Optimization exercise on an open flow, not production practice.
RTL: at most simulated, not proved equivalent.
Power: default activity.

`design/flow/config.mk`:
```
export PLATFORM = sky130hd
export DESIGN_NAME = fpadd_40
export DESIGN_NICKNAME = fpadd_40
export VERILOG_FILES = /design/flow/design.v
export SDC_FILE = /design/flow/constraint.sdc
export NUM_CORES = 4
export LEC_CHECK = 0
export ABC_AREA = 1
export CAP_MARGIN = 20
export CORE_MARGIN = 2
export CORE_UTILIZATION = 40
export CTS_BUF_LIST = sky130_fd_sc_hd__clkbuf_8
export CTS_CLUSTER_SIZE = 24
export SETUP_SLACK_MARGIN = 2.6
export SLEW_MARGIN = 20
```
`design/flow/constraint.sdc`:
```
create_clock -name core_clock -period 5.0 [get_ports {clk_40}]
set_input_delay 1.0000 -clock core_clock [delete_from_list [all_inputs] [get_ports {clk_40}]]
set_output_delay 1.0000 -clock core_clock [all_outputs]
set_load 0.01 [all_outputs]
```
`design/flow/design.v`:
```
module fpadd_40_add #(parameter N = 26, parameter L = 5) (
  input  [N-1:0] p0, g0,
  input          ci,
  output [N-1:0] s
);
wire [N-1:0] g [0:L];
wire [N-1:0] p [0:L];
assign g[0] = g0 | {{(N-1){1'b0}}, p0[0] & ci};
assign p[0] = p0;
genvar l, i;
generate
  for (l = 0; l < L; l = l + 1) begin : lv
    for (i = 0; i < N; i = i + 1) begin : bt
      if ((i >> l) & 1) begin : mg
        localparam integer J = ((i >> l) << l) - 1;
        assign g[l+1][i] = g[l][i] | (p[l][i] & g[l][J]);
        assign p[l+1][i] = p[l][i] & p[l][J];
      end else begin : ps
        assign g[l+1][i] = g[l][i];
        assign p[l+1][i] = p[l][i];
      end
    end
  end
endgenerate
assign s = p0 ^ {g[L][N-2:0], ci};
endmodule
module fpadd_40(x_40,y_40,res_40,clk_40,rst_40);
input  [31:0] x_40, y_40;
output [31:0] res_40;
input  clk_40, rst_40;
wire [7:0] ex = x_40[30:23];
wire [7:0] ey = y_40[30:23];
wire [7:0] dxy = ex - ey;                    
wire [7:0] dyx = ey - ex;                    
wire [4:0] cxy = (dxy > 8'd24) ? 5'd31 : dxy[4:0];    
wire [4:0] cyx = (dyx > 8'd24) ? 5'd31 : dyx[4:0];
wire       swap = y_40[30:0] > x_40[30:0];   
wire       hx   = |x_40[30:0];
wire       hy   = |y_40[30:0];
reg [22:0] fx1, fy1;
reg        hb1, sw1, sg1, sub1;
reg [7:0]  ea1;
reg [4:0]  d1;
always @(posedge clk_40) begin
  fx1  <= x_40[22:0];
  fy1  <= y_40[22:0];
  hb1  <= swap ? hx : hy;
  sw1  <= swap;
  ea1  <= swap ? ey : ex;
  d1   <= swap ? cyx : cxy;
  sg1  <= (swap ? y_40[31] : x_40[31]) & (hx | hy);
  sub1 <= x_40[31] ^ y_40[31];
end
wire [22:0] fa = sw1 ? fy1 : fx1;
wire [23:0] sb = {hb1, sw1 ? fx1 : fy1};
wire [24:0] b0 = {sb, 1'b0};
wire [24:0] b1 = d1[4] ? {16'd0, b0[24:16]} : b0;
wire [24:0] b2 = d1[3] ? { 8'd0, b1[24:8]}  : b1;
wire [24:0] b3 = d1[2] ? { 4'd0, b2[24:4]}  : b2;
wire [24:0] b4 = d1[1] ? { 2'd0, b3[24:2]}  : b3;
wire [24:0] b5 = d1[0] ? { 1'd0, b4[24:1]}  : b4;
reg [24:1] smask;
integer k;
always @(*) begin
  for (k = 1; k < 25; k = k + 1)
    smask[k] = (d1 > k) && (d1 <= k + 20) && (d1 <= 5'd24);
end
wire sticky = |(b0[24:1] & smask);
wire [25:0] aw = {2'b01, fa, 1'b0};
wire [25:0] bw = {sub1, b5 ^ {25{sub1}}};
wire [25:0] pw = aw ^ bw;
wire [25:0] gw = aw & bw;
reg [25:0] p2;
reg [23:1] g2;            
reg [7:0]  ea2;
reg        ci2, sg2;
always @(posedge clk_40) begin
  p2 <= pw; g2 <= gw[23:1]; ea2 <= ea1 + 8'd1;
  ci2 <= sub1 & ~sticky; sg2 <= sg1;
end
wire [25:0] s;
fpadd_40_add #(26) add (
  .p0(p2),
  .g0({1'b0, ~p2[24], g2, 1'b0}),
  .ci(ci2),
  .s (s)
);
reg [25:0] s3;
reg [7:0]  e3;
reg        sg3;
always @(posedge clk_40) begin
  s3 <= s; e3 <= ea2; sg3 <= sg2;
end
wire [31:0] v = {s3, 6'd0};
wire [15:0] z1;  wire [15:0] c1;       
genvar g;
generate for (g = 0; g < 16; g = g + 1) begin : l1
  assign z1[g] = ~(v[2*g+1] | v[2*g]);
  assign c1[g] = ~v[2*g+1];
end endgenerate
wire [7:0] z2; wire [15:0] c2;         
generate for (g = 0; g < 8; g = g + 1) begin : l2
  assign z2[g] = z1[2*g+1] & z1[2*g];
  assign c2[2*g+1:2*g] = z1[2*g+1] ? {1'b1, c1[2*g]} : {1'b0, c1[2*g+1]};
end endgenerate
wire [3:0] z3; wire [11:0] c3;         
generate for (g = 0; g < 4; g = g + 1) begin : l3
  assign z3[g] = z2[2*g+1] & z2[2*g];
  assign c3[3*g+2:3*g] = z2[2*g+1] ? {1'b1, c2[4*g+1:4*g]} : {1'b0, c2[4*g+3:4*g+2]};
end endgenerate
wire [1:0] z4; wire [7:0] c4;          
generate for (g = 0; g < 2; g = g + 1) begin : l4
  assign z4[g] = z3[2*g+1] & z3[2*g];
  assign c4[4*g+3:4*g] = z3[2*g+1] ? {1'b1, c3[6*g+2:6*g]} : {1'b0, c3[6*g+5:6*g+3]};
end endgenerate
wire       nz = ~(z4[1] & z4[0]);
wire [4:0] lz = z4[1] ? {1'b1, c4[3:0]} : {1'b0, c4[7:4]};
wire [25:0] n1 = lz[4] ? {s3[9:0], 16'd0} : s3;
wire [25:0] n2 = lz[3] ? {n1[17:0], 8'd0} : n1;
wire [25:0] n3 = lz[2] ? {n2[21:0], 4'd0} : n2;
wire [25:0] n4 = lz[1] ? {n3[23:0], 2'd0} : n3;
wire [25:0] n5 = lz[0] ? {n4[24:0], 1'd0} : n4;
wire [5:0]  el = {1'b0, e3[4:0]} - {1'b0, lz};
wire [2:0]  eh = el[5] ? e3[7:5] - 3'd1 : e3[7:5];
wire [31:0] r  = {sg3 & nz, nz ? {eh, el[4:0]} : 8'd0, n5[24:2]};
reg [31:0] r4;
always @(posedge clk_40) r4 <= r;
assign res_40 = r4;
endmodule
```
`design/flow/flow/run.sh`:
```
#!/bin/bash
# Standard ORFS layout, with the port buffers made from buf_2 cells instead
# of the resizer's default pick. Each step's full log stays under orfs/logs/.
set -euo pipefail
bash standard.sh finish 'BUFFER_PORTS_ARGS=-buffer_cell sky130_fd_sc_hd__buf_2' > make_finish.log 2>&1
```
`design/flow/standard.sh`:
```
#!/bin/bash
# synth_recipe.tcl (not shown) runs the flow's synth.tcl, then flattens the netlist and writes it again
# the make line also repeats each setting of config.mk as NAME=value (left out here)
make -C /OpenROAD-flow-scripts/flow DESIGN_CONFIG=/design/flow/config.mk WORK_HOME=/design/flow/orfs CLKGATE_MAP_FILE= SYNTH_SCRIPT=/design/flow/synth_recipe.tcl "${@:-finish}"
```
==> results of run 1 <==
flip-flops by register name (all words and copies together) (netlist names), 8 cells and up:
name  count
r4       32
p2       26
s3       26
fx1      23
fy1      23
g2       23
e3        8
ea1       8
ea2       8
worst reg2reg max path, stage by stage, from the launching register on:
cell and delay (ns):
sky130_fd_sc_hd__dfxtp_4 0.43, sky130_fd_sc_hd__o21ai_0 0.74, sky130_fd_sc_hd__o21ai_0 0.26, sky130_fd_sc_hd__nand3_1 0.17
sky130_fd_sc_hd__nand3_1 0.09, sky130_fd_sc_hd__nand2_1 0.10, sky130_fd_sc_hd__xor2_1 0.15, sky130_fd_sc_hd__ha_1 0.25
layout by cell type (no fill, tap or decap), types with 25 or more instances in the layout:
cell type and n:
sky130_fd_sc_hd__nand2_1 510, sky130_fd_sc_hd__nand3_1 219, sky130_fd_sc_hd__dfxtp_1 169, sky130_fd_sc_hd__inv_1 145
sky130_fd_sc_hd__buf_2 96, sky130_fd_sc_hd__ha_1 68, sky130_fd_sc_hd__nor2_1 67, sky130_fd_sc_hd__o21ai_0 56
sky130_fd_sc_hd__a21oi_1 52, sky130_fd_sc_hd__buf_4 31, sky130_fd_sc_hd__xor2_1 27, sky130_fd_sc_hd__o21ai_1 25
worst max-delay path by stage:
stage	to	cells after the start	slack (ns)	startpoint
2_1_floorplan	d1[1]$_DFF_P_	11	2.59	y_40[23]
3_3_place_gp	r4[27]$_SDFF_PP0_	14	1.45	s3[19]$_DFF_P_
3_5_place_dp	r4[28]$_SDFF_PP0_	13	1.47	s3[19]$_DFF_P_
4_1_cts	r4[27]$_SDFF_PP0_	16	2.48	s3[25]$_DFF_P_
5_1_grt	r4[27]$_SDFF_PP0_	16	2.56	s3[24]$_DFF_P_
6_report	d1[1]$_DFF_P_	13	2.70	x_40[23]
area by class of cell:
| type | count | area, µm² |
|---|---|---|
| clock buffers | 17 | 234 |
| clock inverters | 15 | 218 |
| fillers | 2788 | 14200 |
| inverters | 161 | 663 |
| multi-input cells | 1207 | 6640 |
| flip-flops and latches | 189 | 3830 |
| well taps | 341 | 427 |
| repair buffers | 129 | 736 |
| repair inverters | 4 | 28.8 |
routing by layer:
layer	wire length (µm)	track usage
met5	0	0
met4	792	0.0721
met3	1540	0.0282
met2	14600	0.357
met1	14600	0.298
logic make-up after synthesis:
logic type | count (synthesis)
xor+xnor | 35
buf+inv | 214
flops | 189
compound gates | 181
fa+ha+maj | 78
simple gates | 906
where the power goes:
group | total, mW | switching (mW) | internal [mW]
Clock | 1.11 | 0.623 | 0.482
Sequential | 2.33 | 0.337 | 2.00
Combinational | 2.79 | 1.77 | 1.03
through the flow:
| step | area (µm²) | setup slack, ns |
|---|---|---|
| floorplan | 11100 | 2.59 |
| global placement | 11700 | 1.45 |
| detailed placement | 11700 | 1.47 |
| CTS | 12400 | 2.48 |
| global route | 12800 | 2.56 |
| finish | 12800 | 2.70 |
timing repair:
item	4_1_cts	5_1_grt
setup endpoints to repair	94	60
setup buffers	9	19
gates cloned	7	4
hold endpoints to repair	0	0
gates resized for setup	42	68
pin swaps	10	27
==> implementation parameters, run 1 <==
Parameter                              Value

Clocking
  Root Buffer    sky130_fd_sc_hd__clkbuf_8
  Number of levels in the clock H-tree    4
  Skew-Pair Late Insertion Delay    0.47 ns
  # clock sinks    189
  Number of buffers created by CTS    17
  Number of hold buffers added after CTS    0
  CTS Buffer Depth    2
  TritonCTS clock tree    yes
  Clock transition at path regs    0.11 ns

Timing
  Setup repair after global routing missed its margin    no
  Peak clock frequency supported by timing    0.436 GHz
  Rel. slew slack    0.398
  Worst slew pin tran    0.894 ns
  Number of hold violations in the final report    0
  Worst Hold Slack    0.334 ns
  Min cycle time layout    2.30 ns
  Fin crit share    0.459
  Clock skew    0.0236 ns
  Final sum of negative setup slack    0 ns
  Max-slew violation count    0
  Final setup vio count    0

Place
  Total half-perimeter wirelength after legalization and detailed placement    23900 µm
  Placed Cells    1992
  Last weighted congestion value of the routability-driven placer    0.953
  Count of buffers from port buffering    96

Critical path
  Critical Setup Path Class    primary input to flop
  Standard cell with the maximum stage delay on the critical path    sky130_fd_sc_hd__fa_2
  Largest incremental delay on the critical path    0.40 ns
  CP Data Required Time    5.37 ns
  Critical path's top delay family    simple AND/OR/NAND/NOR gates
  Maximum fanout along the worst path    5
  Sum of buffers and inverters on the critical path    3
  Launching point of the worst reg2reg path    sw1$_DFF_P_
  Number of cell instances on the worst register-to-register path    7
  Reg2Reg Setup Slack    2.71 ns
  R2r endpoint    p2[12]$_DFF_P_
  Kind of start point of the critical path    primary input
  Worst endpoint data arrival time    2.66 ns
  Element type at the critical path end    flop
  Ordered cell list for the critical path    buf_2, inv_2, ha_4, fa_2, inv_2, nand2_1, nand2_1, xor2_1, nor2_1, nor2_2, nand4_1, nand2_1, nand2_1
  Cell seen most often among critical-path stages    sky130_fd_sc_hd__nand2_1

Synthesis
  Synthesized-area fraction occupied by and/or/nand/nor cells    0.361
  Synth top area cells    sky130_fd_sc_hd__dfxtp_1 34%, sky130_fd_sc_hd__nand2_1 18%, sky130_fd_sc_hd__nand3_1 10%
  Library cells used by synthesis    45
  Net count after synthesis    1747
  Number of standard cells after synthesis    1603
  Sequential element share of the synthesized area    0.344
  Mapped cell area    11000 µm²
  Largest area contributor in the synthesized netlist    sky130_fd_sc_hd__dfxtp_1
  Yosys warns    2
  Post-synthesis compound-gate area fraction    0.0920
  Fraction of registers with async set/reset    0
  Share of the synthesized netlist area taken by xor and xnor gates    0.0279
  Largest family of logic cells by synthesized area    simple AND/OR/NAND/NOR gates
  Top cell types by occurrence after synthesis    518 x sky130_fd_sc_hd__nand2_1, 220 x sky130_fd_sc_hd__nand3_1, 189 x sky130_fd_sc_hd__dfxtp_1
  Dominant register cell in the synthesized netlist    sky130_fd_sc_hd__dfxtp_1
  Number of flops mapped to enable cells by yosys    0
  Flops & latches, synth    189
  Synthesized-area fraction occupied by adder cells    0.0909
  Most frequently used cell type in the post-synthesis netlist    sky130_fd_sc_hd__nand2_1
  Proportion of synthesized area in mux cells    0
  Area fraction of the dominant cell type after synthesis    0.344
  Post-synthesis area per instance    6.85 µm²

Final layout
  Final cell count without fillers    2063
  Fraction of layout cells with a size suffix above 1    0.169
  ANT cells    0
  Layout Area Growth over Synthesis    16.2%
  Net count of the finished layout    1853
  Util after Layout    0.474

Routing
  Detailed-route vias per instance    5.10
  DRC violation count after routing    0
  Average wire length per cell after detail routing    15.3 µm
  Drt initial violations    667
  Vias    10500
  Drt total wl    31500 µm
  Number of iterations in the first detailed-routing pass    5
  Post-route ant nets    0

Worst hold path
  Class of the tightest hold or removal check    flop to flop
  Hold Path Stages    0
  Hold-critical path endpoint    e3[2]$_DFF_P_
  Critical hold path startpoint    ea2[2]$_DFF_P_

GRT
  Total Routing Usage GR    0.218
  Grt total ovfl    0
  Wire length of the first global-routing pass    49400 µm
  Antenna violations before repair    0
  Largest net degree at the start of global routing    43
  Vias in the first global route    9415

Floorplan
  Core box area    27000 µm²
  Number of top-level pins    98
  Die area    28800 µm²
  Die H    170 µm
  Number of rows in the core area    60
  Initial cell density of the core    0.408
  Overall die width    170 µm

Status
  Result of the run  no timing/DRC/antenna violations

Power
  Total Power Consumption    6.23 mW
  VDD IR max    195 µV
  Power per cell area    488 nW/µm²
  Static leakage power    6.51 nW

Job
  Total of max-cap violations    0
==> inputs of run 2 (changes only) <==
--- a/design/flow/config.mk
+++ b/design/flow/config.mk
@@ -13,3 +13,4 @@
 export CTS_CLUSTER_SIZE = 24
 export SETUP_SLACK_MARGIN = 2.6
 export SLEW_MARGIN = 20
+export TNS_END_PERCENT = 5
==> run 2 against run 1 <==
Net effect:
- worst hold slack improved by 0.0039 ns
- sequential power about the same
- core utilization decreased by 0.26 points
- routed wire length decreased by 1.1%
- die area unchanged
- first-iteration DRC count decreased by 7.3%
- flip-flop and latch count unchanged
- synthesized cell count unchanged
- fmax decreased by 5.3%
- critical endpoint is now r4[27]$_SDFF_PP0_
==> implementation parameters, run 2 <==
Parameter                              Value

Synthesis
  Synth top area cells    sky130_fd_sc_hd__dfxtp_1 34%, sky130_fd_sc_hd__nand2_1 18%, sky130_fd_sc_hd__nand3_1 10%
  Yosys warns    2 (unchanged)
  Dominant register cell in the synthesized netlist    sky130_fd_sc_hd__dfxtp_1
  Post-synthesis area per instance    6.85 µm² (unchanged)
  Area fraction of the dominant cell type after synthesis    0.344 (unchanged)
  Library cells used by synthesis    45 (unchanged)
  Sequential element share of the synthesized area    0.344 (unchanged)
  Most frequently used cell type in the post-synthesis netlist    sky130_fd_sc_hd__nand2_1
  Largest area contributor in the synthesized netlist    sky130_fd_sc_hd__dfxtp_1
  Net count after synthesis    1747 (unchanged)
  Top cell types by occurrence after synthesis    518 x sky130_fd_sc_hd__nand2_1, 220 x sky130_fd_sc_hd__nand3_1, 189 x sky130_fd_sc_hd__dfxtp_1
  Flops & latches, synth    189 (unchanged)
  Number of standard cells after synthesis    1603 (unchanged)
  Number of flops mapped to enable cells by yosys    0 (unchanged)
  Fraction of registers with async set/reset    0 (unchanged)
  Mapped cell area    11000 µm² (unchanged)

Clocking
  Root Buffer    sky130_fd_sc_hd__clkbuf_8
  Clock transition at path regs    0.11 ns (about the same)
  TritonCTS clock tree    yes
  # clock sinks    189 (unchanged)
  Skew-Pair Late Insertion Delay    0.48 ns (about the same)
  Number of levels in the clock H-tree    4 (unchanged)
  Number of buffers created by CTS    17 (unchanged)
  CTS Buffer Depth    2 (unchanged)

Place
  Last weighted congestion value of the routability-driven placer    0.935 (-1.9%)
  Placed cell area    11700 µm² (-0.20%)
  Total half-perimeter wirelength after legalization and detailed placement    24000 µm (+0.21%)
  Placed Cells    1991 (-0.050%)
  Post-place setup slack    1.57 ns (+0.101 ns)
  Count of buffers from port buffering    96 (unchanged)

Timing
  Setup repair after global routing missed its margin    yes
  Number of hold violations in the final report    0 (unchanged)
  Final setup vio count    0 (unchanged)
  Final sum of negative setup slack    0 ns (unchanged)
  Min cycle time layout    2.42 ns (+0.128 ns)
  Clock skew    0.0251 ns (+0.00144 ns)
  Worst slew pin tran    0.905 ns (+0.0113 ns)
  Fin crit share    0.485 (+0.0257)
  Max-slew violation count    0 (unchanged)
  Rel. slew slack    0.391 (-0.00682)
  Peak clock frequency supported by timing    0.412 GHz (-5.3%)
  Fin worst setup slack    2.58 ns (-0.128 ns)

Routing
  Number of iterations in the first detailed-routing pass    5 (unchanged)
  Detailed-route vias per instance    5.07 (-0.57%)
  Drt initial violations    618 (-7.3%)
  DRC violation count after routing    0 (unchanged)
  Drt total wl    31200 µm (-1.1%)
  Vias    10500 (-0.57%)
  Average wire length per cell after detail routing    15.1 µm (-1.1%)
  Post-route ant nets    0 (unchanged)

Final layout
  Register bank with the most flops    r4
  FILL cells    2795 (+0.25%)
  Registers with the most flip-flops    r4 x32, p2 x26, s3 x26
  Layout Area Growth over Synthesis    15.6%
  Final instance area    12700 µm² (-0.55%)
  Most common library cell in the layout ignoring fill and taps    sky130_fd_sc_hd__nand2_1
  Net count of the finished layout    1853 (unchanged)
  Final cell count without fillers    2063 (unchanged)
  Fraction of layout cells with a size suffix above 1    0.163 (-0.00639)
  Flip-flop count of the largest register, all copies and words added    32 (unchanged)
  Highest-count cells in the layout ignoring fill and taps    513 x sky130_fd_sc_hd__nand2_1, 219 x sky130_fd_sc_hd__nand3_1, 173 x sky130_fd_sc_hd__dfxtp_1
  ANT cells    0 (unchanged)

GRT
  Total Routing Usage GR    0.217 (-0.00165)
  Largest net degree at the start of global routing    43 (unchanged)
  Grt total ovfl    0 (unchanged)
  Wire length of the first global-routing pass    49000 µm (-0.80%)
  Vias in the first global route    9463 (+0.51%)
  Antenna violations before repair    0 (unchanged)

Critical path
  CP Data Required Time    5.41 ns (+0.04 ns)
  Critical Setup Path Class    flop to flop
  Element type at the critical path end    flop
  Critical path's top delay family    simple AND/OR/NAND/NOR gates
  Reg2Reg Setup Slack    2.58 ns (-0.13 ns)
  Worst endpoint data arrival time    2.83 ns (+0.17 ns)
  Cell seen most often among critical-path stages    sky130_fd_sc_hd__nor2_4
  Ordered cell list for the critical path    nor2_4, nand4_1, nor2_4, a21oi_4, nand2_4, clkinv_8, ha_4, fa_2, nor2_4, o21ai_0, nand2_1, xor2_1, inv_1, nor2_1
  Largest incremental delay on the critical path    0.41 ns (about the same)
  Maximum fanout along the worst path    3 (-2)
  Sum of buffers and inverters on the critical path    2 (-1)
  Kind of start point of the critical path    flop
  Standard cell with the maximum stage delay on the critical path    sky130_fd_sc_hd__fa_2

Status
  Result of the run  no timing/DRC/antenna violations

Worst hold path
  Class of the tightest hold or removal check    flop to flop

Floorplan
  Core box area    27000 µm² (unchanged)
  Overall die width    170 µm (unchanged)
  Number of rows in the core area    60 (unchanged)
  Die H    170 µm (unchanged)
  Number of top-level pins    98 (unchanged)
  Die area    28800 µm² (unchanged)
  Initial cell density of the core    0.408 (unchanged)

Power
  Static leakage power    6.49 nW (-0.23%)
  Power per cell area    493 nW/µm² (+1.1%)
  VDD IR max    229 µV (+17%)

Job
  Total of max-cap violations    0 (unchanged)
run 2: cell type report:
class | count | area (µm²) | share of cell area
clock buffer | 18 | 248 | 0.0195
clock inverter | 14 | 220 | 0.0173
inverter | 161 | 667 | 0.0525
multi-input combinational | 1207 | 6560 | 0.516
sequential | 189 | 3820 | 0.301
tap | 341 | 427 | 0.0336
timing repair buffer | 130 | 739 | 0.0582
timing repair inverter | 3 | 21.3 | 0.00168
run 2: cells by family (layout without fill, tap and decap cells):
logic type,count (synthesis),after routing,share of synthesized area
flip-flops,189,189,0.344
AO/OA/AOI/OAI,181,181,0.0920
XOR/XNOR,35,35,0.0279
buffers and inverters,214,326,0.0836
adder cells (fa/ha/maj),78,78,0.0909
AND/OR/NAND/NOR,906,913,0.361
run 2: per-layer routing:
metal / wire, µm / track usage / share of wire
met5: 0 / 0 / 0
met4: 667 / 0.0628 / 0.021
met3: 1370 / 0.0315 / 0.044
met2: 14500 / 0.360 / 0.47
met1: 14600 / 0.292 / 0.47
run 2: what timing repair did:
action,in CTS,in global routing
hold buffers,0,0
buffers inserted,13,17
endpoints found under the hold margin,0,0
gates cloned,5,5
endpoints found under the setup margin,94,66
pin swaps,11,15
gates resized for setup,40,51
run 2: where the power goes:
part,switching (mW),leakage [nW],internal (mW)
Sequential,0.343,1.59,1.99
Combinational,1.75,4.67,1.03
Clock,0.608,0.232,0.540
run 2: through the flow:
step,utilization,total power [mW],hold WS [ns]
4_1_cts,0.459,6.18,0.339
6_report,0.471,6.26,0.337
3_3_place_gp,0.433,4.86,0.312
5_1_grt,0.471,6.81,0.348
2_1_floorplan,-,4.19,0.310
3_5_place_dp,0.433,4.88,0.312
run 2: final timing paths:
path,startpoint,end,depth (start not counted)
hold reg to reg,ea2[6]$_DFF_P_,e3[6]$_DFF_P_,0
setup / recovery,s3[24]$_DFF_P_,r4[27]$_SDFF_PP0_,14
hold / removal,ea2[6]$_DFF_P_,e3[6]$_DFF_P_,0
setup reg to reg,s3[24]$_DFF_P_,r4[27]$_SDFF_PP0_,14
==> inputs of run 3 (changes only) <==
--- a/design/flow/config.mk
+++ b/design/flow/config.mk
@@ -11,6 +11,6 @@
 export CORE_UTILIZATION = 40
 export CTS_BUF_LIST = sky130_fd_sc_hd__clkbuf_8
 export CTS_CLUSTER_SIZE = 24
+export PLACE_DENSITY = 0.85
 export SETUP_SLACK_MARGIN = 2.6
 export SLEW_MARGIN = 20
-export TNS_END_PERCENT = 5
==> run 3 against run 2 <==
Net effect:
- still clean on timing, DRC and antenna
- non-clock buffer count grew 1
- core utilization increased by 0.42 points
- clock skew fell by 0.0097 ns
- sequential power barely moved
- worst setup slack better by 0.054 ns
- register-to-register slack gained 0.05 ns
- via count grew 3.5%
- synthesized cell count unchanged
- critical path depth is 1 higher
- flip-flop and latch count unchanged
- critical endpoint is now r4[28]$_SDFF_PP0_
- highest routed layer unchanged
==> implementation parameters, run 3 <==
Parameter                              Value

Final layout
  ANT cells    0 (unchanged)
  Layout Area Growth over Synthesis    16.6%
  Flip-flop count of the largest register, all copies and words added    32 (unchanged)
  Highest-count cells in the layout ignoring fill and taps    510 x sky130_fd_sc_hd__nand2_1, 219 x sky130_fd_sc_hd__nand3_1, 170 x sky130_fd_sc_hd__dfxtp_1
  Fraction of layout cells with a size suffix above 1    0.180 (+0.0172)
  FILL cells    2698 (-3.5%)
  Most common library cell in the layout ignoring fill and taps    sky130_fd_sc_hd__nand2_1
  Register bank with the most flops    r4
  Util after Layout    0.475 (+0.00423)
  Registers with the most flip-flops    r4 x32, p2 x26, s3 x26
  Net count of the finished layout    1855 (+0.11%)

Synthesis
  Fraction of registers with async set/reset    0 (unchanged)
  Largest area contributor in the synthesized netlist    sky130_fd_sc_hd__dfxtp_1
  Most frequently used cell type in the post-synthesis netlist    sky130_fd_sc_hd__nand2_1
  Synth top area cells    sky130_fd_sc_hd__dfxtp_1 34%, sky130_fd_sc_hd__nand2_1 18%, sky130_fd_sc_hd__nand3_1 10%
  Dominant register cell in the synthesized netlist    sky130_fd_sc_hd__dfxtp_1
  Mapped cell area    11000 µm² (unchanged)
  Yosys warns    2 (unchanged)
  Net count after synthesis    1747 (unchanged)
  Area fraction of the dominant cell type after synthesis    0.344 (unchanged)
  Flops & latches, synth    189 (unchanged)
  Number of standard cells after synthesis    1603 (unchanged)
  Library cells used by synthesis    45 (unchanged)
  Post-synthesis area per instance    6.85 µm² (unchanged)
  Sequential element share of the synthesized area    0.344 (unchanged)
  Number of flops mapped to enable cells by yosys    0 (unchanged)
  Top cell types by occurrence after synthesis    518 x sky130_fd_sc_hd__nand2_1, 220 x sky130_fd_sc_hd__nand3_1, 189 x sky130_fd_sc_hd__dfxtp_1

Floorplan
  Overall die width    170 µm (unchanged)
  Die area    28800 µm² (unchanged)
  Initial cell density of the core    0.408 (unchanged)
  Die H    170 µm (unchanged)
  Number of rows in the core area    60 (unchanged)
  Number of top-level pins    98 (unchanged)
  Core box area    27000 µm² (unchanged)

Timing
  Number of hold violations in the final report    0 (unchanged)
  Clock skew    0.0154 ns (-0.00967 ns)
  Max-slew violation count    0 (unchanged)
  Worst slew pin tran    0.865 ns (-0.0401 ns)
  Fin crit share    0.474 (-0.0108)
  Min cycle time layout    2.37 ns (-0.0541 ns)
  Final sum of negative setup slack    0 ns (unchanged)
  Setup repair after global routing missed its margin    yes
  Rel. slew slack    0.423 (+0.0323)
  Final setup vio count    0 (unchanged)
  Peak clock frequency supported by timing    0.422 GHz (+2.3%)

Clocking
  Clock transition at path regs    0.10 ns (about the same)
  Number of hold buffers added after CTS    0 (unchanged)
  CTS Buffer Depth    2 (unchanged)
  Root Buffer    sky130_fd_sc_hd__clkbuf_8
  TritonCTS clock tree    yes
  Skew-Pair Late Insertion Delay    0.47 ns (about the same)
  # clock sinks    189 (unchanged)
  Number of levels in the clock H-tree    4 (unchanged)
  Number of buffers created by CTS    17 (unchanged)

Critical path
  Element type at the critical path end    flop
  CP Data Required Time    5.40 ns (about the same)
  Launch point of the critical path    s3[14]$_DFF_P_
  Maximum fanout along the worst path    5 (+2)
  Kind of start point of the critical path    flop
  Critical Setup Path Class    flop to flop
  Launching point of the worst reg2reg path    s3[14]$_DFF_P_
  Worst endpoint data arrival time    2.77 ns (-0.06 ns)

GRT
  Vias in the first global route    9778 (+3.3%)
  Antenna violations before repair    0 (unchanged)
  Total Routing Usage GR    0.212 (-0.00498)
  Grt total ovfl    0 (unchanged)
  Largest net degree at the start of global routing    54 (+26%)
  Wire length of the first global-routing pass    48400 µm (-1.3%)

Worst hold path
  Critical hold path startpoint    ea2[7]$_DFF_P_
  Class of the tightest hold or removal check    flop to flop

Place
  Total half-perimeter wirelength after legalization and detailed placement    23500 µm (-2.1%)
  Count of buffers from port buffering    96 (unchanged)
  Last weighted congestion value of the routability-driven placer    0.933 (-0.19%)

Power
  Combinational share of power    0.465 (+0.021)
  VDD IR max    210 µV (-8.2%)
  Clock Power Share    0.157 (-0.026)
  Flop pwr share    0.378 (+0.005)
  Internal power component    3.43 mW (-3.7%)
  Total Power Consumption    6.17 mW (-1.5%)
  Switching power as a share of total power    0.444 (+0.0127)
  Power per cell area    481 nW/µm² (-2.4%)
  Static leakage power    6.48 nW (-0.14%)
  Net Switching    2.74 mW (+1.4%)

Routing
  Number of iterations in the first detailed-routing pass    6 (+1)
  DRC violation count after routing    0 (unchanged)
  Vias    10800 (+3.5%)
  Post-route ant nets    0 (unchanged)
  Drt total wl    30900 µm (-0.96%)
  Drt initial violations    869 (+41%)
  Average wire length per cell after detail routing    14.9 µm (-1.1%)
  Detailed-route vias per instance    5.24 (+3.4%)

Job
  Total of max-cap violations    0 (unchanged)

Status
  Result of the run  no timing/DRC/antenna violations
-- run 3: path summary, 6_finish.rpt --
check,slack (ns),cells after the start,end
max,2.63,15,r4[28]$_SDFF_PP0_
max reg2reg,2.63,15,r4[28]$_SDFF_PP0_
min,0.34,0,e3[7]$_DFF_P_
min reg2reg,0.34,0,e3[7]$_DFF_P_
-- run 3: power by group through the flow --
| stage | registers [mW] | clock network [mW] | logic, mW |
|---|---|---|---|
| 5_1_grt | 2.38 | 1.06 | 3.24 |
| 2_1_floorplan | 2.28 | 0 | 1.91 |
| 3_5_place_dp | 2.32 | 0 | 2.54 |
| 3_3_place_gp | 2.31 | 0 | 2.49 |
| 4_1_cts | 2.29 | 0.992 | 2.71 |
| 6_report | 2.33 | 0.969 | 2.87 |
-- run 3: cell families (layout without fill, tap and decap cells) --
logic type,Yosys count,after routing,synth area share
flops,189,189,0.344
buf+inv,214,328,0.0836
xor+xnor,35,35,0.0279
simple gates,906,913,0.361
fa+ha+maj,78,78,0.0909
compound gates,181,181,0.0920
-- run 3: what timing repair did --
item                                    4_1_cts  5_1_grt
endpoints found under the setup margin       89       69
pin swaps                                    18       27
cloned                                        8        3
buffers inserted                             19       13
gates resized for setup                      55       87
endpoints found under the hold margin         0        0
-- run 3: stage by stage --
step	instance area, µm²	hold WS [ns]	instances	setup slack, ns
final	12800	0.337	2065	2.63
after global routing	12800	0.343	2065	2.50
after detailed placement	11700	0.312	1990	1.63
after CTS	12400	0.337	2049	2.56
after floorplan	11100	0.310	1603	2.59
after global placement	11700	0.311	1990	1.66
-- run 3: cell type report --
class / count / area, µm² / share of cell area
timing repair buffer: 131 / 779 / 0.0608
clock buffer: 17 / 234 / 0.0183
sequential: 189 / 3810 / 0.298
tap: 341 / 427 / 0.0333
timing repair inverter: 4 / 23.8 / 0.00186
multi-input combinational: 1207 / 6700 / 0.523
clock inverter: 15 / 150 / 0.0117
inverter: 161 / 679 / 0.0530
-- run 3: critical path: stages, from the launching register on --
cell and delay (ns):
sky130_fd_sc_hd__dfxtp_4 0.37, sky130_fd_sc_hd__nor2_4 0.13, sky130_fd_sc_hd__nand2_4 0.09, sky130_fd_sc_hd__inv_4 0.07, sky130_fd_sc_hd__buf_4 0.11, sky130_fd_sc_hd__o21ai_2 0.08, sky130_fd_sc_hd__inv_2 0.17, sky130_fd_sc_hd__nand2_8 0.07
sky130_fd_sc_hd__ha_1 0.32, sky130_fd_sc_hd__nand2_1 0.08, sky130_fd_sc_hd__o21ai_2 0.18, sky130_fd_sc_hd__nand2_1 0.09, sky130_fd_sc_hd__nand2_2 0.08, sky130_fd_sc_hd__a21oi_4 0.07, sky130_fd_sc_hd__or2_2 0.27, sky130_fd_sc_hd__a21oi_1 0.13
-- run 3: metal layers --
| metal | routed length, µm | GRT usage | share of wire |
|---|---|---|---|
| met1 | 13500 | 0.271 | 0.44 |
| met2 | 14500 | 0.354 | 0.47 |
| met3 | 1880 | 0.0336 | 0.061 |
| met4 | 1010 | 0.0896 | 0.033 |
| met5 | 0 | 0 | 0 |
==> inputs of run 4 (changes only) <==
--- a/design/flow/config.mk
+++ b/design/flow/config.mk
@@ -11,6 +11,5 @@
 export CORE_UTILIZATION = 40
 export CTS_BUF_LIST = sky130_fd_sc_hd__clkbuf_8
 export CTS_CLUSTER_SIZE = 24
-export PLACE_DENSITY = 0.85
-export SETUP_SLACK_MARGIN = 2.6
+export SETUP_SLACK_MARGIN = 2.8
 export SLEW_MARGIN = 20
==> run 4 against run 3 <==
Net effect:
- critical path depth fell by 1
- clock-buffer cell count did not move
- cell area rose by 9.5%
- flip-flop and latch count did not move
- final cell count rose by 2.1%
- core utilization rose by 4.5 points
- power rose by 6.3%
- via count rose by 1.1%
- worst hold slack got worse by 0.0018 ns
- critical path type unchanged
- highest routed layer unchanged
==> implementation parameters, run 4 <==
Parameter                              Value

Status
  Result of the run  no timing/DRC/antenna violations

Clocking
  Root Buffer    sky130_fd_sc_hd__clkbuf_8
  TritonCTS clock tree    yes
  Skew-Pair Late Insertion Delay    0.48 ns (about the same)
  Clock transition at path regs    0.10 ns (about the same)
  Number of levels in the clock H-tree    4 (unchanged)
  Number of buffers created by CTS    17 (unchanged)
  # clock sinks    189 (unchanged)
  CTS Buffer Depth    2 (unchanged)

Place
  Last weighted congestion value of the routability-driven placer    0.956 (+2.5%)
  Total half-perimeter wirelength after legalization and detailed placement    24700 µm (+5.1%)
  Count of buffers from port buffering    96 (unchanged)

Power
  Power per cell area    467 nW/µm² (-2.9%)
  VDD IR max    198 µV (-5.8%)
  Static leakage power    6.87 nW (+5.9%)

Timing
  Min cycle time layout    2.29 ns (-0.0849 ns)
  Peak clock frequency supported by timing    0.438 GHz (+3.7%)
  Setup repair after global routing missed its margin    yes
  Final setup vio count    0 (unchanged)
  Fin crit share    0.457 (-0.0170)
  Max-slew violation count    0 (unchanged)
  Final sum of negative setup slack    0 ns (unchanged)
  Number of hold violations in the final report    0 (unchanged)
  Worst slew pin tran    0.624 ns (-0.241 ns)
  Rel. slew slack    0.580 (+0.156)
  Clock skew    0.0180 ns (+0.00258 ns)

Critical path
  Ordered cell list for the critical path    nor2_4, nand4_1, nor2_4, a21oi_4, nand2_4, inv_8, ha_4, fa_2, nor2_4, o21ai_1, nand2_1, xor2_1, inv_1, nor2_1
  Cell seen most often among critical-path stages    sky130_fd_sc_hd__nor2_4
  CP Data Required Time    5.41 ns (about the same)
  Depth of the critical timing path with buffers and inverters included    14 (-1)
  Sum of buffers and inverters on the critical path    2 (-1)
  Reg2Reg Setup Slack    2.71 ns (+0.08 ns)
  Kind of start point of the critical path    flop
  Critical Setup Path Class    flop to flop
  Worst endpoint data arrival time    2.70 ns (-0.07 ns)
  R2r endpoint    r4[27]$_SDFF_PP0_
  Standard cell with the maximum stage delay on the critical path    sky130_fd_sc_hd__dfxtp_4
  Element type at the critical path end    flop
  Critical path's top delay family    simple AND/OR/NAND/NOR gates
  Launch point of the critical path    s3[22]$_DFF_P_
  Maximum fanout along the worst path    12 (+7)
  Largest incremental delay on the critical path    0.37 ns (about the same)
  Number of cell instances on the worst register-to-register path    14 (-1)
  Launching point of the worst reg2reg path    s3[22]$_DFF_P_

Synthesis
  Yosys warns    2 (unchanged)
  Post-synthesis area per instance    6.85 µm² (unchanged)
  Top cell types by occurrence after synthesis    518 x sky130_fd_sc_hd__nand2_1, 220 x sky130_fd_sc_hd__nand3_1, 189 x sky130_fd_sc_hd__dfxtp_1
  Net count after synthesis    1747 (unchanged)
  Synth top area cells    sky130_fd_sc_hd__dfxtp_1 34%, sky130_fd_sc_hd__nand2_1 18%, sky130_fd_sc_hd__nand3_1 10%
  Number of flops mapped to enable cells by yosys    0 (unchanged)
  Mapped cell area    11000 µm² (unchanged)
  Library cells used by synthesis    45 (unchanged)
  Flops & latches, synth    189 (unchanged)
  Area fraction of the dominant cell type after synthesis    0.344 (unchanged)
  Number of standard cells after synthesis    1603 (unchanged)
  Largest area contributor in the synthesized netlist    sky130_fd_sc_hd__dfxtp_1
  Sequential element share of the synthesized area    0.344 (unchanged)
  Fraction of registers with async set/reset    0 (unchanged)
  Most frequently used cell type in the post-synthesis netlist    sky130_fd_sc_hd__nand2_1
  Dominant register cell in the synthesized netlist    sky130_fd_sc_hd__dfxtp_1

Floorplan
  Number of rows in the core area    60 (unchanged)
  Number of top-level pins    98 (unchanged)
  Core box area    27000 µm² (unchanged)
  Initial cell density of the core    0.408 (unchanged)
  Overall die width    170 µm (unchanged)
  Die area    28800 µm² (unchanged)
  Die H    170 µm (unchanged)

GRT
  Wire length of the first global-routing pass    51000 µm (+5.4%)
  Largest net degree at the start of global routing    54 (unchanged)
  Vias in the first global route    9881 (+1.1%)
  Antenna violations before repair    0 (unchanged)
  Total Routing Usage GR    0.226 (+0.0147)
  Grt total ovfl    0 (unchanged)

Worst hold path
  Hold Path Stages    0 (unchanged)
  Critical hold path startpoint    ea2[3]$_DFF_P_
  Class of the tightest hold or removal check    flop to flop
  Hold-critical path endpoint    e3[3]$_DFF_P_

Routing
  Detailed-route vias per instance    5.19 (-0.93%)
  Number of iterations in the first detailed-routing pass    6 (unchanged)
  Drt initial violations    762 (-12%)
  DRC violation count after routing    0 (unchanged)
  Drt total wl    34000 µm (+10%)
  Post-route ant nets    0 (unchanged)
  Average wire length per cell after detail routing    16.1 µm (+7.8%)
  Vias    10900 (+1.1%)

Final layout
  Flip-flop count of the largest register, all copies and words added    32 (unchanged)
  Most common library cell in the layout ignoring fill and taps    sky130_fd_sc_hd__nand2_1
  Registers with the most flip-flops    r4 x32, p2 x26, s3 x26
  Register bank with the most flops    r4
  Highest-count cells in the layout ignoring fill and taps    473 x sky130_fd_sc_hd__nand2_1, 212 x sky130_fd_sc_hd__nand3_1, 162 x sky130_fd_sc_hd__dfxtp_1
  Layout Area Growth over Synthesis    27.7%
  Util after Layout    0.521 (+0.0451)
  Fraction of layout cells with a size suffix above 1    0.255 (+0.0749)
  ANT cells    0 (unchanged)
  Net count of the finished layout    1898 (+2.3%)

Job
  Total of max-cap violations    0 (unchanged)
-- run 4: cell counts after synthesis --
Identical to the previous run, type by type.
-- run 4: area by class of cell --
class                      instances  area, µm²
sequential                       189       3840
multi-input combinational       1208       7320
clock inverter                    15        181
tap                              341        427
timing repair inverter             5       37.5
inverter                         161        724
fill                            2684      12900
timing repair buffer             172       1260
clock buffer                      17        234
-- run 4: metrics by stage --
step	std cells	power (mW)	area, µm²	hold WS [ns]	worst slack (ns)
4_1_cts	2067	6.30	13000	0.336	2.74
2_1_floorplan	1603	4.24	11300	0.310	2.59
3_3_place_gp	1993	4.95	11900	0.310	1.79
6_report	2108	6.56	14000	0.335	2.71
3_5_place_dp	1993	4.96	11900	0.312	1.76
5_1_grt	2108	7.08	14000	0.340	2.58
-- run 4: layer usage --
layer,track usage,wire [µm]
met4,0.0840,1310
met3,0.0408,2050
met5,0,0
met2,0.382,16100
met1,0.289,14500
-- run 4: how the worst max path moves through the flow --
| stage | slack, ns | to |
|---|---|---|
| floorplan | 2.59 | d1[1]$_DFF_P_ |
| global placement | 1.79 | r4[27]$_SDFF_PP0_ |
| detailed placement | 1.76 | r4[27]$_SDFF_PP0_ |
| CTS | 2.74 | r4[27]$_SDFF_PP0_ |
| global route | 2.58 | r4[27]$_SDFF_PP0_ |
| finish | 2.71 | r4[27]$_SDFF_PP0_ |
-- run 4: where the power goes --
group | switching (mW) | total [mW] | internal, mW
sequential | 0.330 | 2.34 | 2.01
combinational | 1.94 | 3.18 | 1.23
clock | 0.578 | 1.04 | 0.463
-- run 4: kinds of logic after synthesis --
group           after synthesis  synth area share
flops                       189             0.344
buf+inv                     214            0.0836
fa+ha+maj                    78            0.0909
xor+xnor                     35            0.0279
compound gates              181            0.0920
simple gates                906             0.361
-- run 4: worst reg2reg max path, delay by kind of cell (launching register included) --
| kind | cells | cell delay [ns] |
|---|---|---|
| xor+xnor | 1 | 0.14 |
| fa+ha+maj | 2 | 0.52 |
| buf+inv | 2 | 0.11 |
| simple gates | 7 | 0.94 |
| compound gates | 2 | 0.15 |
| flops | 1 | 0.37 |
-- run 4: timing repair --
action                                  4_1_cts  5_1_grt
gates cloned                                 11        5
hold buffers                                  0        0
resized for setup                           112      164
endpoints found under the setup margin       96       77
hold endpoints to repair                      0        0
setup buffers                                31       36
pin swaps                                    35       64
==> inputs of run 5 (changes only) <==
--- a/design/flow/config.mk
+++ b/design/flow/config.mk
@@ -13,3 +13,4 @@
 export CTS_CLUSTER_SIZE = 24
 export SETUP_SLACK_MARGIN = 2.8
 export SLEW_MARGIN = 20
+export TNS_END_PERCENT = 0
==> run 5 against run 4 <==
Net effect:
- fmax shrank 3.5%
- flip-flop and latch count is the same
- die area is the same
- first-iteration DRC count shrank 12%
==> implementation parameters, run 5 <==
Parameter                              Value

Status
  Result of the run  no timing/DRC/antenna violations

Routing
  Drt total wl    31700 µm (-6.6%)
  Drt initial violations    668 (-12%)
  Detailed-route vias per instance    5.09 (-2.0%)
  Post-route ant nets    0 (unchanged)
  Vias    10600 (-3.5%)
  Routed wire length on met3    1310 µm (-36%)
  Routed metal-1 wirelength    14800 µm (+2.1%)
  Number of iterations in the first detailed-routing pass    5 (-1)
  DRC violation count after routing    0 (unchanged)
  Wire length on met2    15000 µm (-6.9%)
  Average wire length per cell after detail routing    15.3 µm (-5.1%)
  Highest Signal Layer    met4

Timing
  Peak clock frequency supported by timing    0.422 GHz (-3.5%)
  Final sum of negative setup slack    0 ns (unchanged)
  Fin crit share    0.474 (+0.0166)
  Worst slew pin tran    0.887 ns (+0.263 ns)
  Min cycle time layout    2.37 ns (+0.0829 ns)
  Setup repair after global routing missed its margin    yes
  Number of hold violations in the final report    0 (unchanged)
  Final setup vio count    0 (unchanged)
  Clock skew    0.0250 ns (+0.00698 ns)
  Rel. slew slack    0.409 (-0.171)
  Max-slew violation count    0 (unchanged)
  Fin worst setup slack    2.63 ns (-0.0829 ns)

Power
  Power per cell area    496 nW/µm² (+6.2%)
  VDD IR max    230 µV (+16%)
  Static leakage power    6.58 nW (-4.1%)

Final layout
  Registers with the most flip-flops    r4 x32, p2 x26, s3 x26
  Multi-input combinational cell area    6610 µm² (-9.7%)
  Layout Area Growth over Synthesis    17.1%
  Highest-count cells in the layout ignoring fill and taps    512 x sky130_fd_sc_hd__nand2_1, 219 x sky130_fd_sc_hd__nand3_1, 163 x sky130_fd_sc_hd__dfxtp_1
  Storage cell area    3840 µm² (about the same)
  FILL cells    2780 (+3.6%)
  ANT cells    0 (unchanged)
  Register bank with the most flops    r4
  Most common library cell in the layout ignoring fill and taps    sky130_fd_sc_hd__nand2_1
  Fraction of layout cells with a size suffix above 1    0.178 (-0.0765)
  Net count of the finished layout    1865 (-1.7%)
  Flip-flop count of the largest register, all copies and words added    32 (unchanged)
  Final cell count without fillers    2075 (-1.6%)

Floorplan
  Number of top-level pins    98 (unchanged)
  Overall die width    170 µm (unchanged)
  Core box area    27000 µm² (unchanged)
  Die H    170 µm (unchanged)
  Number of rows in the core area    60 (unchanged)
  Initial cell density of the core    0.408 (unchanged)
  Die area    28800 µm² (unchanged)

Synthesis
  Post-synthesis area per instance    6.85 µm² (unchanged)
  Flops & latches, synth    189 (unchanged)
  Synth top area cells    sky130_fd_sc_hd__dfxtp_1 34%, sky130_fd_sc_hd__nand2_1 18%, sky130_fd_sc_hd__nand3_1 10%
  Mapped cell area    11000 µm² (unchanged)
  Fraction of registers with async set/reset    0 (unchanged)
  Top cell types by occurrence after synthesis    518 x sky130_fd_sc_hd__nand2_1, 220 x sky130_fd_sc_hd__nand3_1, 189 x sky130_fd_sc_hd__dfxtp_1
  Number of standard cells after synthesis    1603 (unchanged)
  Most frequently used cell type in the post-synthesis netlist    sky130_fd_sc_hd__nand2_1
  Library cells used by synthesis    45 (unchanged)
  Dominant register cell in the synthesized netlist    sky130_fd_sc_hd__dfxtp_1
  Yosys warns    2 (unchanged)
  Largest area contributor in the synthesized netlist    sky130_fd_sc_hd__dfxtp_1
  Area fraction of the dominant cell type after synthesis    0.344 (unchanged)
  Number of flops mapped to enable cells by yosys    0 (unchanged)
  Net count after synthesis    1747 (unchanged)
  Sequential element share of the synthesized area    0.344 (unchanged)

Critical path
  Kind of start point of the critical path    flop
  CP Data Required Time    5.41 ns (about the same)
  Maximum fanout along the worst path    6 (-6)
  Element type at the critical path end    flop
  Critical Setup Path Class    flop to flop
  Worst endpoint data arrival time    2.78 ns (+0.08 ns)

Place
  Placed Cells    1991 (-0.10%)
  Total half-perimeter wirelength after legalization and detailed placement    24000 µm (-2.9%)
  Count of buffers from port buffering    96 (unchanged)
  Post-place setup slack    1.57 ns (-0.193 ns)
  Last weighted congestion value of the routability-driven placer    0.935 (-2.2%)

GRT
  Grt total ovfl    0 (unchanged)
  Total Routing Usage GR    0.223 (-0.00379)
  Vias in the first global route    9616 (-2.7%)
  Antenna violations before repair    0 (unchanged)
  Largest net degree at the start of global routing    43 (-20%)
  Wire length of the first global-routing pass    50500 µm (-1.0%)

Clocking
  Root Buffer    sky130_fd_sc_hd__clkbuf_8
  Skew-Pair Late Insertion Delay    0.47 ns (about the same)
  Number of levels in the clock H-tree    4 (unchanged)
  TritonCTS clock tree    yes
  # clock sinks    189 (unchanged)
  Clock transition at path regs    0.11 ns (about the same)
  Number of buffers created by CTS    17 (unchanged)
  CTS Buffer Depth    2 (unchanged)

Job
  Total of max-cap violations    0 (unchanged)

Worst hold path
  Class of the tightest hold or removal check    flop to flop
[run 5: final timing paths]
path / cells after the start / from / end / slack (ns)
worst max-delay path: 16 / s3[25]$_DFF_P_ / r4[27]$_SDFF_PP0_ / 2.63
worst min register to register: 0 / ea2[6]$_DFF_P_ / e3[6]$_DFF_P_ / 0.34
worst min-delay path: 0 / ea2[6]$_DFF_P_ / e3[6]$_DFF_P_ / 0.34
worst max register to register: 16 / s3[25]$_DFF_P_ / r4[27]$_SDFF_PP0_ / 2.63
[run 5: through the flow]
stage	cell area [µm²]	hold slack, ns	power (mW)	utilization
floorplan	11000	0.310	4.19	-
global placement	11700	0.312	4.86	0.433
detailed placement	11700	0.312	4.88	0.433
CTS	12600	0.339	6.31	0.469
global route	12900	0.348	6.93	0.477
finish	12900	0.338	6.38	0.477
[run 5: repair_timing]
| item | in CTS | in global routing |
|---|---|---|
| resized for setup | 86 | 40 |
| hold buffers | 0 | 0 |
| setup buffers | 29 | 12 |
| hold endpoints to repair | 0 | 0 |
| cloned | 10 | 1 |
| endpoints found under the setup margin | 96 | 98 |
| pin swaps | 24 | 20 |
[run 5: area by class of cell]
type | instances | share of cell area
Clock buffer | 18 | 0.0193
Clock inverter | 14 | 0.0171
Inverter | 161 | 0.0520
Multi-Input combinational cell | 1207 | 0.514
Sequential cell | 189 | 0.298
Tap cell | 341 | 0.0332
Timing Repair Buffer | 141 | 0.0642
Timing Repair inverter | 4 | 0.00185
[run 5: power by group]
part / switching (mW) / internal [mW]
registers: 0.343 / 2.00
logic: 1.80 / 1.09
clock network: 0.605 / 0.540
total: 2.75 / 3.63
[run 5: metal layers]
metal | track usage | up-vias
met5 | 0 | -
met4 | 0.0576 | 0
met3 | 0.0282 | 47
met2 | 0.374 | 273
met1 | 0.302 | 4780
li1 | - | 5457
[run 5: cells by family after synthesis]
logic type | synth area share
AND/OR/NAND/NOR | 0.361
adder cells (fa/ha/maj) | 0.0909
flip-flops | 0.344
AO/OA/AOI/OAI | 0.0920
buffers and inverters | 0.0836
XOR/XNOR | 0.0279
[run 5: critical path, stage by stage (launching register included)]
cell                       delay, ns
sky130_fd_sc_hd__dfxtp_2        0.35
sky130_fd_sc_hd__nor2_4         0.15
sky130_fd_sc_hd__nand2_4        0.09
sky130_fd_sc_hd__nor2_4         0.16
sky130_fd_sc_hd__nand2_4        0.09
sky130_fd_sc_hd__inv_8          0.09
sky130_fd_sc_hd__o21ai_4        0.07
sky130_fd_sc_hd__nand2_4        0.13
sky130_fd_sc_hd__clkinv_8       0.06
sky130_fd_sc_hd__ha_4           0.17
sky130_fd_sc_hd__fa_2           0.41
sky130_fd_sc_hd__nor2_4         0.13
sky130_fd_sc_hd__o21ai_1        0.06
sky130_fd_sc_hd__nand2_1        0.08
sky130_fd_sc_hd__xor2_1         0.15
sky130_fd_sc_hd__inv_1          0.05
sky130_fd_sc_hd__nor2_1         0.07
==> inputs of run 6 (changes only) <==
--- a/design/flow/config.mk
+++ b/design/flow/config.mk
@@ -8,9 +8,8 @@
 export ABC_AREA = 1
 export CAP_MARGIN = 20
 export CORE_MARGIN = 2
-export CORE_UTILIZATION = 40
+export CORE_UTILIZATION = 55
 export CTS_BUF_LIST = sky130_fd_sc_hd__clkbuf_8
 export CTS_CLUSTER_SIZE = 24
-export SETUP_SLACK_MARGIN = 2.8
+export SETUP_SLACK_MARGIN = 2.6
 export SLEW_MARGIN = 20
-export TNS_END_PERCENT = 0
==> run 6 against run 5 <==
Net effect:
- clock skew decreased by 0.0094 ns
- global-route usage rose by 5.9 points
- sequential power about the same
- power down 1.2%
- synthesized cell count is the same
- register-to-register slack lost 0.06 ns
- clock-buffer cell count fell by 1
- critical path depth shrank 2
- die area down 27%
- worst hold slack got worse by 0.0027 ns
- fmax shrank 2.4%
- highest routed layer unchanged
==> implementation parameters, run 6 <==
Parameter                              Value

Critical path
  Element type at the critical path end    flop
  Number of cell instances on the worst register-to-register path    14 (-2)
  Reg2Reg Setup Slack    2.57 ns (-0.06 ns)
  Critical path's top delay family    simple AND/OR/NAND/NOR gates
  Maximum fanout along the worst path    12 (+6)
  Ordered cell list for the critical path    nor2_2, nand2_2, nor3_2, o21ai_2, nand2_4, clkinv_8, ha_4, fa_2, nor2_2, o21ai_0, nand2_1, xor2_1, inv_1, nor2_1
  Standard cell with the maximum stage delay on the critical path    sky130_fd_sc_hd__dfxtp_2
  Cell seen most often among critical-path stages    sky130_fd_sc_hd__nor2_2
  Kind of start point of the critical path    flop
  Launching point of the worst reg2reg path    s3[4]$_DFF_P_
  Sum of buffers and inverters on the critical path    2 (-1)
  Worst endpoint data arrival time    2.83 ns (+0.05 ns)
  Largest incremental delay on the critical path    0.38 ns (-0.03 ns)
  CP Data Required Time    5.40 ns (about the same)
  Critical Setup Path Class    flop to flop
  R2r endpoint    r4[27]$_SDFF_PP0_

Synthesis
  Area fraction of the dominant cell type after synthesis    0.344 (unchanged)
  Mapped cell area    11000 µm² (unchanged)
  Most frequently used cell type in the post-synthesis netlist    sky130_fd_sc_hd__nand2_1
  Post-synthesis area per instance    6.85 µm² (unchanged)
  Synth top area cells    sky130_fd_sc_hd__dfxtp_1 34%, sky130_fd_sc_hd__nand2_1 18%, sky130_fd_sc_hd__nand3_1 10%
  Number of standard cells after synthesis    1603 (unchanged)
  Library cells used by synthesis    45 (unchanged)
  Flops & latches, synth    189 (unchanged)
  Largest area contributor in the synthesized netlist    sky130_fd_sc_hd__dfxtp_1
  Dominant register cell in the synthesized netlist    sky130_fd_sc_hd__dfxtp_1
  Number of flops mapped to enable cells by yosys    0 (unchanged)
  Fraction of registers with async set/reset    0 (unchanged)
  Yosys warns    2 (unchanged)
  Net count after synthesis    1747 (unchanged)
  Top cell types by occurrence after synthesis    518 x sky130_fd_sc_hd__nand2_1, 220 x sky130_fd_sc_hd__nand3_1, 189 x sky130_fd_sc_hd__dfxtp_1
  Sequential element share of the synthesized area    0.344 (unchanged)

Final layout
  Multi-input combinational cell area    6700 µm² (+1.3%)
  Flip-flop count of the largest register, all copies and words added    32 (unchanged)
  Most common library cell in the layout ignoring fill and taps    sky130_fd_sc_hd__nand2_1
  Registers with the most flip-flops    r4 x32, p2 x26, s3 x26
  ANT cells    0 (unchanged)
  Storage cell area    3820 µm² (-0.42%)
  Net count of the finished layout    1868 (+0.16%)
  FILL cells    1800 (-35%)
  Register bank with the most flops    r4
  Util after Layout    0.658 (+0.181)
  Final cell count without fillers    2001 (-3.6%)
  Highest-count cells in the layout ignoring fill and taps    511 x sky130_fd_sc_hd__nand2_1, 219 x sky130_fd_sc_hd__nand3_1, 168 x sky130_fd_sc_hd__dfxtp_1
  Layout Area Growth over Synthesis    16.9%
  Fraction of layout cells with a size suffix above 1    0.183 (+0.00440)

Timing
  Fin crit share    0.486 (+0.0119)
  Worst slew pin tran    0.832 ns (-0.0548 ns)
  Setup repair after global routing missed its margin    yes
  Peak clock frequency supported by timing    0.412 GHz (-2.4%)
  Max-slew violation count    0 (unchanged)
  Clock skew    0.0156 ns (-0.00935 ns)
  Worst Hold Slack    0.335 ns (-0.00266 ns)
  Rel. slew slack    0.440 (+0.0314)
  Number of hold violations in the final report    0 (unchanged)
  Final setup vio count    0 (unchanged)
  Min cycle time layout    2.43 ns (+0.0594 ns)
  Final sum of negative setup slack    0 ns (unchanged)

Place
  Total half-perimeter wirelength after legalization and detailed placement    23000 µm (-4.0%)
  Count of buffers from port buffering    96 (unchanged)
  Placed Cells    1915 (-3.8%)
  Last weighted congestion value of the routability-driven placer    0.930 (-0.51%)

GRT
  Grt total ovfl    0 (unchanged)
  Antenna violations before repair    0 (unchanged)
  Total Routing Usage GR    0.282 (+0.0595)
  Vias in the first global route    9568 (-0.50%)
  Wire length of the first global-routing pass    48400 µm (-4.2%)
  Largest net degree at the start of global routing    43 (unchanged)

Floorplan
  Initial cell density of the core    0.563 (+0.155)
  Die area    21100 µm² (-27%)
  Overall die width    145 µm (-14%)
  Die H    145 µm (-14%)
  Number of top-level pins    98 (unchanged)
  Number of rows in the core area    51 (-15%)
  Core box area    19500 µm² (-28%)

Clocking
  # clock sinks    189 (unchanged)
  Number of levels in the clock H-tree    4 (unchanged)
  Root Buffer    sky130_fd_sc_hd__clkbuf_8
  Clock transition at path regs    0.10 ns (about the same)
  TritonCTS clock tree    yes
  CTS Buffer Depth    2 (unchanged)
  Number of buffers created by CTS    17 (unchanged)
  Skew-Pair Late Insertion Delay    0.46 ns (about the same)

Routing
  Post-route ant nets    0 (unchanged)
  DRC violation count after routing    0 (unchanged)
  Number of iterations in the first detailed-routing pass    5 (unchanged)
  Drt initial violations    766 (+15%)
  Drt total wl    30600 µm (-3.4%)
  Average wire length per cell after detail routing    15.3 µm (+0.19%)
  Vias    10700 (+1.2%)
  Detailed-route vias per instance    5.34 (+5.0%)

Worst hold path
  Class of the tightest hold or removal check    flop to flop
  Hold Path Stages    0 (unchanged)
  Hold-critical path endpoint    e3[4]$_DFF_P_
  Critical hold path startpoint    ea2[4]$_DFF_P_

Power
  Power per cell area    491 nW/µm² (-1.1%)
  Static leakage power    6.56 nW (-0.39%)
  Total Power Consumption    6.31 mW (-1.2%)
  VDD IR max    199 µV (-13%)

Status
  Result of the run  no timing/DRC/antenna violations

Job
  Total of max-cap violations    0 (unchanged)
## run 6: changes by cell type in the layout (fill, tap and decap cells not counted), moves of 4 or more
cell / previous run / this run
sky130_fd_sc_hd__dfxtp_1: 163 / 168
sky130_fd_sc_hd__ha_1: 69 / 62
sky130_fd_sc_hd__dfxtp_4: 8 / 4
sky130_fd_sc_hd__ha_4: 3 / 9
## run 6: per-stage QoR
step | setup slack, ns | cell area (µm²)
4_1_cts | 2.58 | 12300
3_5_place_dp | 1.56 | 11600
3_3_place_gp | 1.61 | 11600
2_1_floorplan | 2.59 | 11100
6_report | 2.57 | 12800
5_1_grt | 2.41 | 12800
## run 6: kinds of logic (layout without fill, tap and decap cells)
kind of cell | Yosys count | in the layout | synth area share
XOR/XNOR | 35 | 35 | 0.0279
flip-flops | 189 | 189 | 0.344
AO/OA/AOI/OAI | 181 | 181 | 0.0920
buffers and inverters | 214 | 341 | 0.0836
AND/OR/NAND/NOR | 906 | 912 | 0.361
adder cells (fa/ha/maj) | 78 | 78 | 0.0909
## run 6: area by class of cell
cell class                 count  share of cell area
multi-input combinational   1206               0.521
sequential                   189               0.297
timing repair buffer         146              0.0696
inverter                     161              0.0519
tap                          265              0.0258
clock buffer                  17              0.0182
clock inverter                14              0.0140
timing repair inverter         3             0.00166
## run 6: timing repair
| item | in CTS | in global routing |
|---|---|---|
| buffers inserted | 19 | 27 |
| endpoints found under the setup margin | 94 | 82 |
| hold buffers | 0 | 0 |
| resized for setup | 39 | 86 |
| pin swaps | 17 | 24 |
| cloned | 6 | 3 |
## run 6: worst max-delay path by stage
stage / startpoint / to / slack, ns / cells past startpoint
3_3_place_gp: s3[23]$_DFF_P_ / r4[28]$_SDFF_PP0_ / 1.61 / 13
5_1_grt: s3[14]$_DFF_P_ / r4[27]$_SDFF_PP0_ / 2.41 / 16
3_5_place_dp: s3[23]$_DFF_P_ / r4[28]$_SDFF_PP0_ / 1.56 / 13
4_1_cts: s3[9]$_DFF_P_ / r4[27]$_SDFF_PP0_ / 2.58 / 14
2_1_floorplan: y_40[23] / d1[1]$_DFF_P_ / 2.59 / 11
6_report: s3[4]$_DFF_P_ / r4[27]$_SDFF_PP0_ / 2.57 / 14
## run 6: report_power, final
group	leakage [nW]	internal (mW)	switching (mW)
registers	1.59	1.99	0.353
clock network	0.200	0.463	0.576
logic	4.77	1.10	1.82
## run 6: per-layer routing
layer  global-route usage  vias up  wire (µm)
met5                    0        -          0
met4               0.0877        0        774
met3               0.0596       63       2260
met2                0.449      407      14000
met1                0.385     4755      13600
li1                     -     5463          -
==> inputs of run 7 (changes only) <==
--- a/design/flow/config.mk
+++ b/design/flow/config.mk
@@ -6,10 +6,10 @@
 export NUM_CORES = 4
 export LEC_CHECK = 0
 export ABC_AREA = 1
-export CAP_MARGIN = 20
+export CAP_MARGIN = 5
 export CORE_MARGIN = 2
-export CORE_UTILIZATION = 55
+export CORE_UTILIZATION = 40
 export CTS_BUF_LIST = sky130_fd_sc_hd__clkbuf_8
 export CTS_CLUSTER_SIZE = 24
 export SETUP_SLACK_MARGIN = 2.6
-export SLEW_MARGIN = 20
+export SLEW_MARGIN = 5
==> run 7 against run 6 <==
Net effect:
- still clean on timing, DRC and antenna
- non-clock buffer count is 17 lower
- synthesized cell count stayed put
- clock power increased by 7%
- area after synthesis stayed put
- critical path type is now primary input to flop
==> implementation parameters, run 7 <==
Parameter                              Value

Status
  Result of the run  no timing/DRC/antenna violations

Timing
  Worst Hold Slack    0.334 ns (-0.00128 ns)
  Max-slew violation count    0 (unchanged)
  Fin crit share    0.459 (-0.0264)
  Min cycle time layout    2.30 ns (-0.132 ns)
  Setup repair after global routing missed its margin    no
  Worst slew pin tran    0.894 ns (+0.0618 ns)
  Rel. slew slack    0.398 (-0.0424)
  Final setup vio count    0 (unchanged)
  Peak clock frequency supported by timing    0.436 GHz (+5.7%)

Floorplan
  Core box area    27000 µm² (+38%)

Critical path
  Cell seen most often among critical-path stages    sky130_fd_sc_hd__nand2_1
  Number of cell instances on the worst register-to-register path    7 (-7)
  Reg2Reg Setup Slack    2.71 ns (+0.14 ns)
  Worst endpoint data arrival time    2.66 ns (-0.17 ns)
  Ordered cell list for the critical path    buf_2, inv_2, ha_4, fa_2, inv_2, nand2_1, nand2_1, xor2_1, nor2_1, nor2_2, nand4_1, nand2_1, nand2_1
  Largest incremental delay on the critical path    0.40 ns (+0.02 ns)
  Launching point of the worst reg2reg path    sw1$_DFF_P_
  Maximum fanout along the worst path    5 (-7)
  Standard cell with the maximum stage delay on the critical path    sky130_fd_sc_hd__fa_2

Synthesis
  Flops & latches, synth    189 (unchanged)
  Sequential element share of the synthesized area    0.344 (unchanged)
  Dominant register cell in the synthesized netlist    sky130_fd_sc_hd__dfxtp_1
  Synthesized-area fraction occupied by and/or/nand/nor cells    0.361 (unchanged)
  Number of standard cells after synthesis    1603 (unchanged)
  Area fraction of the dominant cell type after synthesis    0.344 (unchanged)
  Post-synthesis compound-gate area fraction    0.0920 (unchanged)
  Synthesized-area fraction occupied by adder cells    0.0909 (unchanged)
  Yosys warns    2 (unchanged)
  Largest area contributor in the synthesized netlist    sky130_fd_sc_hd__dfxtp_1
  Net count after synthesis    1747 (unchanged)
  Most frequently used cell type in the post-synthesis netlist    sky130_fd_sc_hd__nand2_1
  Mapped cell area    11000 µm² (unchanged)
  Proportion of synthesized area in mux cells    0 (unchanged)

Worst hold path
  Hold-critical path endpoint    e3[2]$_DFF_P_
  Critical hold path startpoint    ea2[2]$_DFF_P_
  Hold Path Stages    0 (unchanged)

Place
  Total half-perimeter wirelength after legalization and detailed placement    23900 µm (+3.9%)
  Last weighted congestion value of the routability-driven placer    0.953 (+2.5%)
  Placed cell area    11700 µm² (+0.89%)

Clocking
  Root Buffer    sky130_fd_sc_hd__clkbuf_8
  TritonCTS clock tree    yes
  CTS Buffer Depth    2 (unchanged)
  Number of hold buffers added after CTS    0 (unchanged)
  Skew-Pair Late Insertion Delay    0.47 ns (about the same)
  Number of buffers created by CTS    17 (unchanged)
  Number of levels in the clock H-tree    4 (unchanged)
  # clock sinks    189 (unchanged)

GRT
  Total Routing Usage GR    0.218 (-0.0637)
  Antenna violations before repair    0 (unchanged)
  Largest net degree at the start of global routing    43 (unchanged)

Final layout
  Fraction of layout cells with a size suffix above 1    0.169 (-0.0136)
  Highest-count cells in the layout ignoring fill and taps    510 x sky130_fd_sc_hd__nand2_1, 219 x sky130_fd_sc_hd__nand3_1, 169 x sky130_fd_sc_hd__dfxtp_1
  Flip-flop count of the largest register, all copies and words added    32 (unchanged)
  Layout Area Growth over Synthesis    16.2%
  Util after Layout    0.474 (-0.184)
  ANT cells    0 (unchanged)
  Register bank with the most flops    r4

Power
  Static leakage power    6.51 nW (-0.78%)
  Net Switching    2.73 mW (-0.97%)
  Switching power as a share of total power    0.437 (+0.00109)
  Total Power Consumption    6.23 mW (-1.2%)
  Power per cell area    488 nW/µm² (-0.60%)
  Clock Power Share    0.177 (+0.012)
  VDD IR max    195 µV (-1.8%)

Routing
  Drt total wl    31500 µm (+2.8%)
  Drt initial violations    667 (-13%)
  Post-route ant nets    0 (unchanged)
  Average wire length per cell after detail routing    15.3 µm (-0.24%)
  DRC violation count after routing    0 (unchanged)

Job
  Total of max-cap violations    0 (unchanged)
-- run 7: cell count changes in the layout (fill, tap and decap cells not counted), moves of 2 or more --
cell and delta:
sky130_fd_sc_hd__clkinvlp_4 -2, sky130_fd_sc_hd__ha_2 -2, sky130_fd_sc_hd__dfxtp_4 +3, sky130_fd_sc_hd__dfxtp_2 -4, sky130_fd_sc_hd__buf_4 -14, sky130_fd_sc_hd__buf_12 -2
sky130_fd_sc_hd__nor3_2 -3, sky130_fd_sc_hd__ha_1 +6, sky130_fd_sc_hd__o21ai_0 +3, sky130_fd_sc_hd__o21ai_4 -2, sky130_fd_sc_hd__inv_8 +3, sky130_fd_sc_hd__clkinv_8 +2
sky130_fd_sc_hd__ha_4 -4, sky130_fd_sc_hd__nor3_1 +2
-- run 7: how the worst max path moves through the flow --
stage	startpoint	endpoint	cells after the start
2_1_floorplan	y_40[23]	d1[1]$_DFF_P_	11
3_3_place_gp	s3[19]$_DFF_P_	r4[27]$_SDFF_PP0_	14
3_5_place_dp	s3[19]$_DFF_P_	r4[28]$_SDFF_PP0_	13
4_1_cts	s3[25]$_DFF_P_	r4[27]$_SDFF_PP0_	16
5_1_grt	s3[24]$_DFF_P_	r4[27]$_SDFF_PP0_	16
6_report	x_40[23]	d1[1]$_DFF_P_	13
-- run 7: what timing repair did --
action | in CTS | in global routing
pin swaps | 10 | 27
cloned | 7 | 4
resized for setup | 42 | 68
endpoints found under the setup margin | 94 | 60
buffers inserted | 9 | 19
-- run 7: critical path: cells and delay by family --
family,cells,cell delay [ns]
buffers and inverters,3,0.30
AND/OR/NAND/NOR,7,0.59
XOR/XNOR,1,0.18
adder cells (fa/ha/maj),2,0.57
-- run 7: kinds of logic (layout without fill, tap and decap cells) --
logic type	after synthesis	count (layout)
xor+xnor	35	35
fa+ha+maj	78	78
buf+inv	214	326
compound gates	181	181
flops	189	189
simple gates	906	913
-- run 7: cell type report --
type,instances,area [µm²]
clock inverters,15,218
inverters,161,663
fillers,2788,14200
multi-input cells,1207,6640
repair inverters,4,28.8
flip-flops and latches,189,3830
repair buffers,129,736
well taps,341,427
clock buffers,17,234
-- run 7: power by group through the flow --
stage | Combinational [mW] | Clock, mW | Sequential (mW)
final | 2.79 | 1.11 | 2.33
after detailed placement | 2.55 | 0 | 2.33
after floorplan | 1.91 | 0 | 2.28
after global routing | 3.17 | 1.20 | 2.39
after CTS | 2.66 | 1.14 | 2.32
after global placement | 2.54 | 0 | 2.33
-- run 7: routing by layer --
| layer | vias up | wire length [µm] | share of wire | GRT usage |
|---|---|---|---|---|
| li1 | 5442 | - | - | - |
| met1 | 4743 | 14600 | 0.46 | 0.298 |
| met2 | 286 | 14600 | 0.46 | 0.357 |
| met3 | 44 | 1540 | 0.049 | 0.0282 |
| met4 | 0 | 792 | 0.025 | 0.0721 |
| met5 | - | 0 | 0 | 0 |
